Background: an optimization exercise with open tools, aiming at small area and a short achievable clock period. Do not read the settings as production practice.
At most, simulation tests tie the RTL to the original design; equivalence was not proved.
Power and IR drop assume default switching activity.

==> inputs of branch xenon <==
==> flow/design.v <==
module processor (
    input         CLK, RESET,
    output [31:0] PCcurrent,
    input  [31:0] instruction,
    output        WEmem,
    output [31:0] Adres_mem,
    output [31:0] WriteData,
    input  [31:0] ReadData
);
    wire [5:0]  op  = instruction[31:26];
    wire [4:0]  rs  = instruction[25:21];
    wire [4:0]  rt  = instruction[20:16];
    wire [4:0]  rd  = instruction[15:11];
    wire [5:0]  fn  = instruction[5:0];
    wire [15:0] imm = instruction[15:0];
    wire is_r    = ~op[5] & ~op[3] & ~op[2] & ~op[1];    
    wire is_qb   = op[4];                                
    wire is_imm  = op[5] | (op[3] & ~op[4]);             
    wire is_lw   = op[5] & ~op[3];                       
    wire is_beq  = op[2] & ~op[1];                       
    wire is_jr   = op[2] & op[1] & ~op[4];               
    wire is_jal  = op[1] & op[0] & ~op[5] & ~op[2];      
    wire is_rd   = is_r | is_qb;
    wire we      = op[5] ? ~op[3] : ~(op[2] & ~op[4]);
    assign WEmem = (op == 6'h2B);
    wire f_shift = ~fn[5];
    wire f_logic = fn[2];
    wire f_slt   = fn[3];
    wire sub     = (is_r & fn[1]) | is_beq;    
    wire sat     = is_qb & instruction[8];
    reg  [31:0] regs [1:31];
    wire [4:0]  wa = is_jal ? 5'd31 : (is_rd ? rd : rt);
    wire [31:0] wd;
    integer k;
    wire [31:0] a, b;
    wire [31:1] sel_a, sel_b;
    wire [32*31-1:0] rflat;
    genvar gi;
    generate for (gi = 1; gi < 32; gi = gi + 1) begin : rdec
        assign sel_a[gi] = (rs == gi);
        assign sel_b[gi] = (rt == gi);
        assign rflat[(gi-1)*32 +: 32] = regs[gi];
    end endgenerate
    rdmux rd_a (.sel(sel_a), .d(rflat), .y(a));
    rdmux rd_b (.sel(sel_b), .d(rflat), .y(b));
    always @(posedge CLK) begin
        if (we && wa != 5'd0)
            regs[wa] <= wd;
    end
    wire [31:0] bx = is_imm ? {{16{imm[15]}}, imm} : (b ^ {32{sub}});
    wire        ps = ~is_qb;    
    wire [34:0] a35 = {a[31:24], ps, a[23:16], ps, a[15:8], ps, a[7:0]};
    wire [34:0] b35 = {bx[31:24], 1'b0, bx[23:16], 1'b0, bx[15:8], 1'b0, bx[7:0]};
    wire [36:0] s37 = {1'b0, a35, 1'b1} + {1'b0, b35, sub};
    wire [35:0] s36 = s37[36:1];
    wire [31:0] sum = {s36[34:27], s36[25:18], s36[16:9], s36[7:0]};
    wire [3:0]  bc  = {s36[35], s36[26], s36[17], s36[8]};
    wire [31:0] sum_sat = sum | {{8{sat & bc[3]}}, {8{sat & bc[2]}}, {8{sat & bc[1]}}, {8{sat & bc[0]}}};
    wire        ltu = ~s36[35];
    assign Adres_mem = a + {{16{imm[15]}}, imm};
    assign WriteData = b;
    wire        left = ~fn[1];
    wire        fill = fn[0] & b[31];
    reg  [31:0] brev, srev;
    always @(*) begin
        for (k = 0; k < 32; k = k + 1) brev[k] = b[31 - k];
    end
    wire [31:0] sx = left ? brev : b;
    wire [31:0] sh1 = a[0] ? {fill, sx[31:1]}          : sx;
    wire [31:0] sh2 = a[1] ? {{2{fill}}, sh1[31:2]}    : sh1;
    wire [31:0] sh4 = a[2] ? {{4{fill}}, sh2[31:4]}    : sh2;
    wire [31:0] sh8 = a[3] ? {{8{fill}}, sh4[31:8]}    : sh4;
    wire [31:0] sr  = a[4] ? {{16{fill}}, sh8[31:16]}  : sh8;
    always @(*) begin
        for (k = 0; k < 32; k = k + 1) srev[k] = sr[31 - k];
    end
    wire [31:0] shres = left ? srev : sr;
    wire [31:0] logic_r = fn[0] ? (a | b) : (a & b);
    wire [31:0] alu = ~is_r      ? sum_sat :
                      f_shift    ? shres :
                      f_logic    ? logic_r :
                      f_slt      ? {31'd0, ltu} : sum;
    wire [31:0] pc4 = {PCcurrent[31:2] + 30'd1, PCcurrent[1:0]};
    assign wd = is_lw ? ReadData : (is_jal ? pc4 : alu);
    reg  [31:0] pc;
    assign PCcurrent = pc;
    wire [31:0] pcbr = {pc4[31:2] + {{14{imm[15]}}, imm}, pc[1:0]};
    wire [31:0] pcj  = {pc4[31:28], instruction[25:0], 2'b00};
    wire        eq   = &(a ^ bx);    
    wire [31:0] npc  = is_jr ? a : is_jal ? pcj : (is_beq & eq) ? pcbr : pc4;
    always @(posedge CLK) begin
        if (RESET) pc <= 32'd0;
        else       pc <= npc;
    end
endmodule
module rdmux (
    input      [31:1]        sel,
    input      [32*31-1:0]   d,
    output reg [31:0]        y
);
    integer k;
    always @(*) begin
        y = 32'd0;
        for (k = 1; k < 32; k = k + 1)
            y = y | ({32{sel[k]}} & d[(k-1)*32 +: 32]);
    end
endmodule
==> flow/run.sh <==
#!/bin/bash
# synth_recipe.tcl (not shown) runs the flow's synth.tcl, then flattens the netlist and writes it again
# the make line also repeats each setting of config.mk as NAME=value (left out here)
make -C /OpenROAD-flow-scripts/flow DESIGN_CONFIG=/design/flow/config.mk WORK_HOME=/design/flow/orfs CLKGATE_MAP_FILE= SYNTH_SCRIPT=/design/flow/synth_recipe.tcl finish
==> flow/config.mk <==
export PLATFORM = sky130hd
export DESIGN_NAME = processor
export DESIGN_NICKNAME = processor
export VERILOG_FILES = /design/flow/design.v
export SDC_FILE = /design/flow/constraint.sdc
export NUM_CORES = 4
export LEC_CHECK = 0
export CAP_MARGIN = 20
export CORE_MARGIN = 2
export CORE_UTILIZATION = 55
export CTS_BUF_LIST = sky130_fd_sc_hd__clkbuf_8 sky130_fd_sc_hd__clkbuf_4
export SETUP_SLACK_MARGIN = 3.5
export SLEW_MARGIN = 20
export SYNTH_HIERARCHICAL = 1
export SYNTH_MINIMUM_KEEP_SIZE = 0
==> flow/constraint.sdc <==
create_clock -name core_clock -period 11.0 [get_ports {CLK}]
set_input_delay 2.2000 -clock core_clock [delete_from_list [all_inputs] [get_ports {CLK}]]
set_output_delay 2.2000 -clock core_clock [all_outputs]
set_load 0.01 [all_outputs]
==> branch sierra (differences from branch xenon) <==
==> flow/design.v, changed modules only <==
module processor (
    input         CLK, RESET,
    output [31:0] PCcurrent,
    input  [31:0] instruction,
    output        WEmem,
    output [31:0] Adres_mem,
    output [31:0] WriteData,
    input  [31:0] ReadData
);
    wire [5:0]  op  = instruction[31:26];
    wire [4:0]  rs  = instruction[25:21];
    wire [4:0]  rt  = instruction[20:16];
    wire [4:0]  rd  = instruction[15:11];
    wire [5:0]  fn  = instruction[5:0];
    wire [15:0] imm = instruction[15:0];
    wire [31:0] simm = {{16{imm[15]}}, imm};
    wire is_r    = ~op[5] & ~op[3] & ~op[2] & ~op[1];    
    wire is_qb   = op[4];                                
    wire is_imm  = op[5] | (op[3] & ~op[4]);             
    wire is_lw   = op[5] & ~op[3];                       
    wire is_beq  = op[2] & ~op[1];                       
    wire is_jr   = op[2] & op[1] & ~op[4];               
    wire is_jal  = op[1] & op[0] & ~op[5] & ~op[2];      
    wire is_rd   = is_r | is_qb;
    wire we      = op[5] ? ~op[3] : ~(op[2] & ~op[4]);
    assign WEmem = (op == 6'h2B);
    wire sub     = (is_r & fn[1]) | is_beq;    
    wire sat     = is_qb & instruction[8];     
    reg  [31:0] regs [1:31];
    wire [4:0]  wa = is_jal ? 5'd31 : (is_rd ? rd : rt);
    wire [31:0] wd;
    always @(posedge CLK) begin
        if (we && wa != 5'd0)
            regs[wa] <= wd;
    end
    wire [32*32-1:0] rflat;
    assign rflat[31:0] = 32'd0;
    genvar gi;
    generate
        for (gi = 1; gi < 32; gi = gi + 1) begin : rdat
            assign rflat[gi*32 +: 32] = regs[gi];
        end
    endgenerate
    wire [31:0] a, b;
    rdport rd_a (.r(rs), .d(rflat), .y(a));
    rdport rd_b (.r(rt), .d(rflat), .y(b));
    assign WriteData = b;
    ksadd #(.W(32)) addr_add (.a(a), .b(simm), .s(Adres_mem));
    wire [31:0] bx = is_imm ? simm : (b ^ {32{sub}});
    wire        ps = ~is_qb;    
    wire [34:0] a35 = {a[31:24], ps, a[23:16], ps, a[15:8], ps, a[7:0]};
    wire [34:0] b35 = {bx[31:24], 1'b0, bx[23:16], 1'b0, bx[15:8], 1'b0, bx[7:0]};
    wire [36:0] s37 = {1'b0, a35, 1'b1} + {1'b0, b35, sub};
    wire [35:0] s36 = s37[36:1];
    wire [31:0] sum = {s36[34:27], s36[25:18], s36[16:9], s36[7:0]};
    wire [3:0]  bc  = {s36[35], s36[26], s36[17], s36[8]};
    wire [31:0] sum_sat = sum | {{8{sat & bc[3]}}, {8{sat & bc[2]}}, {8{sat & bc[1]}}, {8{sat & bc[0]}}};
    wire        ltu = ~s36[35];
    integer k;
    wire        left = ~fn[1];
    wire        fill = fn[0] & b[31];
    reg  [31:0] brev, srev;
    always @(*) begin
        for (k = 0; k < 32; k = k + 1) brev[k] = b[31 - k];
    end
    wire [31:0] sx  = left ? brev : b;
    wire [31:0] sh1 = a[0] ? {fill, sx[31:1]}          : sx;
    wire [31:0] sh2 = a[1] ? {{2{fill}}, sh1[31:2]}    : sh1;
    wire [31:0] sh4 = a[2] ? {{4{fill}}, sh2[31:4]}    : sh2;
    wire [31:0] sh8 = a[3] ? {{8{fill}}, sh4[31:8]}    : sh4;
    wire [31:0] sr  = a[4] ? {{16{fill}}, sh8[31:16]}  : sh8;
    always @(*) begin
        for (k = 0; k < 32; k = k + 1) srev[k] = sr[31 - k];
    end
    wire [31:0] shres = left ? srev : sr;
    wire [31:0] pc4 = {PCcurrent[31:2] + 30'd1, PCcurrent[1:0]};
    wire r_alu   = is_r & fn[5];
    wire w_sum   = ~is_r ? ~(is_lw | is_jal) : (r_alu & ~fn[2] & ~fn[3]);
    wire w_shift = is_r & ~fn[5];
    wire w_and   = r_alu & fn[2] & ~fn[0];
    wire w_or    = r_alu & fn[2] & fn[0];
    wire w_slt   = r_alu & ~fn[2] & fn[3];
    assign wd = ({32{w_sum}}   & sum_sat)
              | ({32{w_shift}} & shres)
              | ({32{w_and}}   & (a & b))
              | ({32{w_or}}    & (a | b))
              | {31'd0, w_slt & ltu}
              | ({32{is_lw}}   & ReadData)
              | ({32{is_jal}}  & pc4);
    reg  [31:0] pc;
    assign PCcurrent = pc;
    wire [31:0] pcbr = {pc4[31:2] + simm[29:0], pc[1:0]};
    wire [31:0] pcj  = {pc4[31:28], instruction[25:0], 2'b00};
    wire        eq   = &(a ^ bx);    
    wire [31:0] npc  = is_jr ? a : is_jal ? pcj : (is_beq & eq) ? pcbr : pc4;
    always @(posedge CLK) begin
        if (RESET) pc <= 32'd0;
        else       pc <= npc;
    end
endmodule
module rdport (
    input  [4:0]         r,
    input  [32*32-1:0]   d,
    output [31:0]        y
);
    genvar s, g;
    generate
        for (s = 0; s < 4; s = s + 1) begin : sl
            wire [7:0]    lo;
            wire [3:0]    hi;
            wire [32*8-1:0] ds;
            for (g = 0; g < 32; g = g + 1) begin : reg8
                assign ds[g*8 +: 8] = d[g*32 + s*8 +: 8];
            end
            rdec  dec (.r(r), .lo(lo), .hi(hi));
            rmux8 mux (.lo(lo), .hi(hi), .d(ds), .y(y[s*8 +: 8]));
        end
    endgenerate
endmodule
module rdec (
    input      [4:0] r,
    output reg [7:0] lo,
    output reg [3:0] hi
);
    integer i;
    always @(*) begin
        for (i = 0; i < 8; i = i + 1) lo[i] = (r[2:0] == i);
        for (i = 0; i < 4; i = i + 1) hi[i] = (r[4:3] == i);
    end
endmodule
module rmux8 (
    input      [7:0]        lo,
    input      [3:0]        hi,
    input      [32*8-1:0]   d,
    output reg [7:0]        y
);
    integer g, l;
    reg [7:0] t;
    always @(*) begin
        y = 8'd0;
        for (g = 0; g < 4; g = g + 1) begin
            t = 8'd0;
            for (l = 0; l < 8; l = l + 1)
                if (g * 8 + l != 0)
                    t = t | ({8{lo[l]}} & d[(g * 8 + l) * 8 +: 8]);
            y = y | ({8{hi[g]}} & t);
        end
    end
endmodule
module ksadd #(parameter W = 32) (
    input  [W-1:0] a, b,
    output [W-1:0] s
);
    localparam L = (W > 32) ? 6 : 5;            
    wire [W-1:0] g [0:L];
    wire [W-1:0] p [0:L];
    assign g[0] = a & b;
    assign p[0] = a ^ b;
    genvar i;
    generate
        for (i = 0; i < L; i = i + 1) begin : lev
            kslevel #(.W(W), .D(1 << i), .INV(i % 2), .LAST(i == L - 1))
                l (.gi(g[i]), .pi(p[i]), .go(g[i+1]), .po(p[i+1]));
        end
    endgenerate
    wire [W-1:0] c = (L % 2) ? ~g[L] : g[L];
    assign s = p[0] ^ {c[W-2:0], 1'b0};
endmodule
module kslevel #(parameter W = 32, parameter D = 1, parameter INV = 0, parameter LAST = 0) (
    input  [W-1:0] gi, pi,
    output [W-1:0] go, po
);
    wire [W-1:0] gt = INV ? ~gi : gi;
    wire [W-1:0] pt = INV ? ~pi : pi;
    wire [W-1:0] gn = gt | (pt & {gt[W-1-D:0], {D{1'b0}}});
    wire [W-1:0] pn = pt & {pt[W-1-D:0], {D{1'b1}}};
    assign go = INV ? gn : ~gn;
    assign po = LAST ? {W{1'b0}} : (INV ? pn : ~pn);
endmodule
// module rdmux removed
--- a/flow/config.mk
+++ b/flow/config.mk
@@ -9,5 +9,4 @@
 export CORE_MARGIN = 2
-export CORE_UTILIZATION = 55
-export CTS_BUF_LIST = sky130_fd_sc_hd__clkbuf_8 sky130_fd_sc_hd__clkbuf_4
-export SETUP_SLACK_MARGIN = 3.5
+export CORE_UTILIZATION = 45
+export SETUP_SLACK_MARGIN = 4.0
 export SLEW_MARGIN = 20
==> branch ember (differences from branch xenon) <==
--- a/flow/design.v
+++ b/flow/design.v
@@ -28,3 +28,3 @@
     wire f_slt   = fn[3];
-    wire sub     = (is_r & fn[1]) | is_beq;    
+    wire sub     = is_r & fn[1];
     wire sat     = is_qb & instruction[8];
@@ -53,4 +53,3 @@
     wire [34:0] b35 = {bx[31:24], 1'b0, bx[23:16], 1'b0, bx[15:8], 1'b0, bx[7:0]};
-    wire [36:0] s37 = {1'b0, a35, 1'b1} + {1'b0, b35, sub};
-    wire [35:0] s36 = s37[36:1];
+    wire [35:0] s36 = {1'b0, a35} + {1'b0, b35} + {35'd0, sub};
     wire [31:0] sum = {s36[34:27], s36[25:18], s36[16:9], s36[7:0]};
@@ -59,3 +58,3 @@
     wire        ltu = ~s36[35];
-    assign Adres_mem = a + {{16{imm[15]}}, imm};
+    assign Adres_mem = sum;
     assign WriteData = b;
@@ -88,3 +87,3 @@
     wire [31:0] pcj  = {pc4[31:28], instruction[25:0], 2'b00};
-    wire        eq   = &(a ^ bx);    
+    wire        eq   = (a == b);
     wire [31:0] npc  = is_jr ? a : is_jal ? pcj : (is_beq & eq) ? pcbr : pc4;
--- a/flow/config.mk
+++ b/flow/config.mk
@@ -9,5 +9,3 @@
 export CORE_MARGIN = 2
-export CORE_UTILIZATION = 55
-export CTS_BUF_LIST = sky130_fd_sc_hd__clkbuf_8 sky130_fd_sc_hd__clkbuf_4
-export SETUP_SLACK_MARGIN = 3.5
+export CORE_UTILIZATION = 45
 export SLEW_MARGIN = 20
==> summary.txt <==
| metric | branch xenon | branch ember | branch sierra |
|---|---|---|---|
| Outcome | no timing/DRC/antenna violations | no timing/DRC/antenna violations | failed layout checks |
| Reasons for failing layout checks | - | - | max-slew violations |
| Ratio of cells with drive above 1 in the final layout | 23.8% | 14.6% | 22.4% |
| Fraction of synthesis flops using an asynchronous set or reset pin | 0% | 0% | - |
| Initial cell density of the core | 55.3% | 45.3% | 45.3% |
| Met2 Use GR | 62.6% | 52.4% | 55.7% |
| Post-layout minimum cycle time | 8.74 ns | 10.82 ns | 7.71 ns |
| Drt via density | 7.43 | 7.12 | 7.59 |
| CTS resizes | 430 | 0 | 588 |
| Share of synthesized cell area in and, or, nand and nor gates | 9.14% | 8.76% | - |
| Deepest level of the CTS H-tree | 4 | 3 | 3 |
| Most common cell in the synthesized netlist | edfxtp_1 | edfxtp_1 | - |
| Fraction of power consumed by combinational cells | 27.5% | 25.2% | 27.0% |
| Fraction of synthesized cell area in xor and xnor cells | 2.19% | 1.85% | - |
| Portion of the layout cell area used by clock cells | 5.23% | 5.71% | 5.24% |
Only the layout flow was run in branch xenon; the RTL was not checked for function there.

==> afterwards: timing with drivers on the ports <==
How much do the figures lean on ideal ports? The routed layouts below were timed once more, with nothing changed but the port constraints.
Step 1: set_driving_cell puts a clkbuf_16 on CLK and a buf_2 on each other input, an assumption about the parent block.
Step 2 times the ports against the registers' clock, not the clock port: input delays grow and output delays shrink by t, the midpoint of the rising clock arrivals with the driver on.
a / b / c = ideal / step 1 / step 2; a / b = the first two.
run	shift t [ns]	slack for setup (ns)	hold WS [ns]	worst setup path at the end
branch xenon	0.922	2.261 / 2.201 / 2.201	0.486 / 0.486 / 0.486	input to output
branch sierra	0.797	3.288 / 2.868 / 2.868	0.767 / 0.767 / 0.767	input to output
branch ember	0.802	0.184 / 0.140 / 0.140	0.547 / 0.547 / 0.547	input to output
For branch sierra, which loses most, drivers alone change the setup slack by -0.420 ns; drivers and shift together by -0.420 ns.
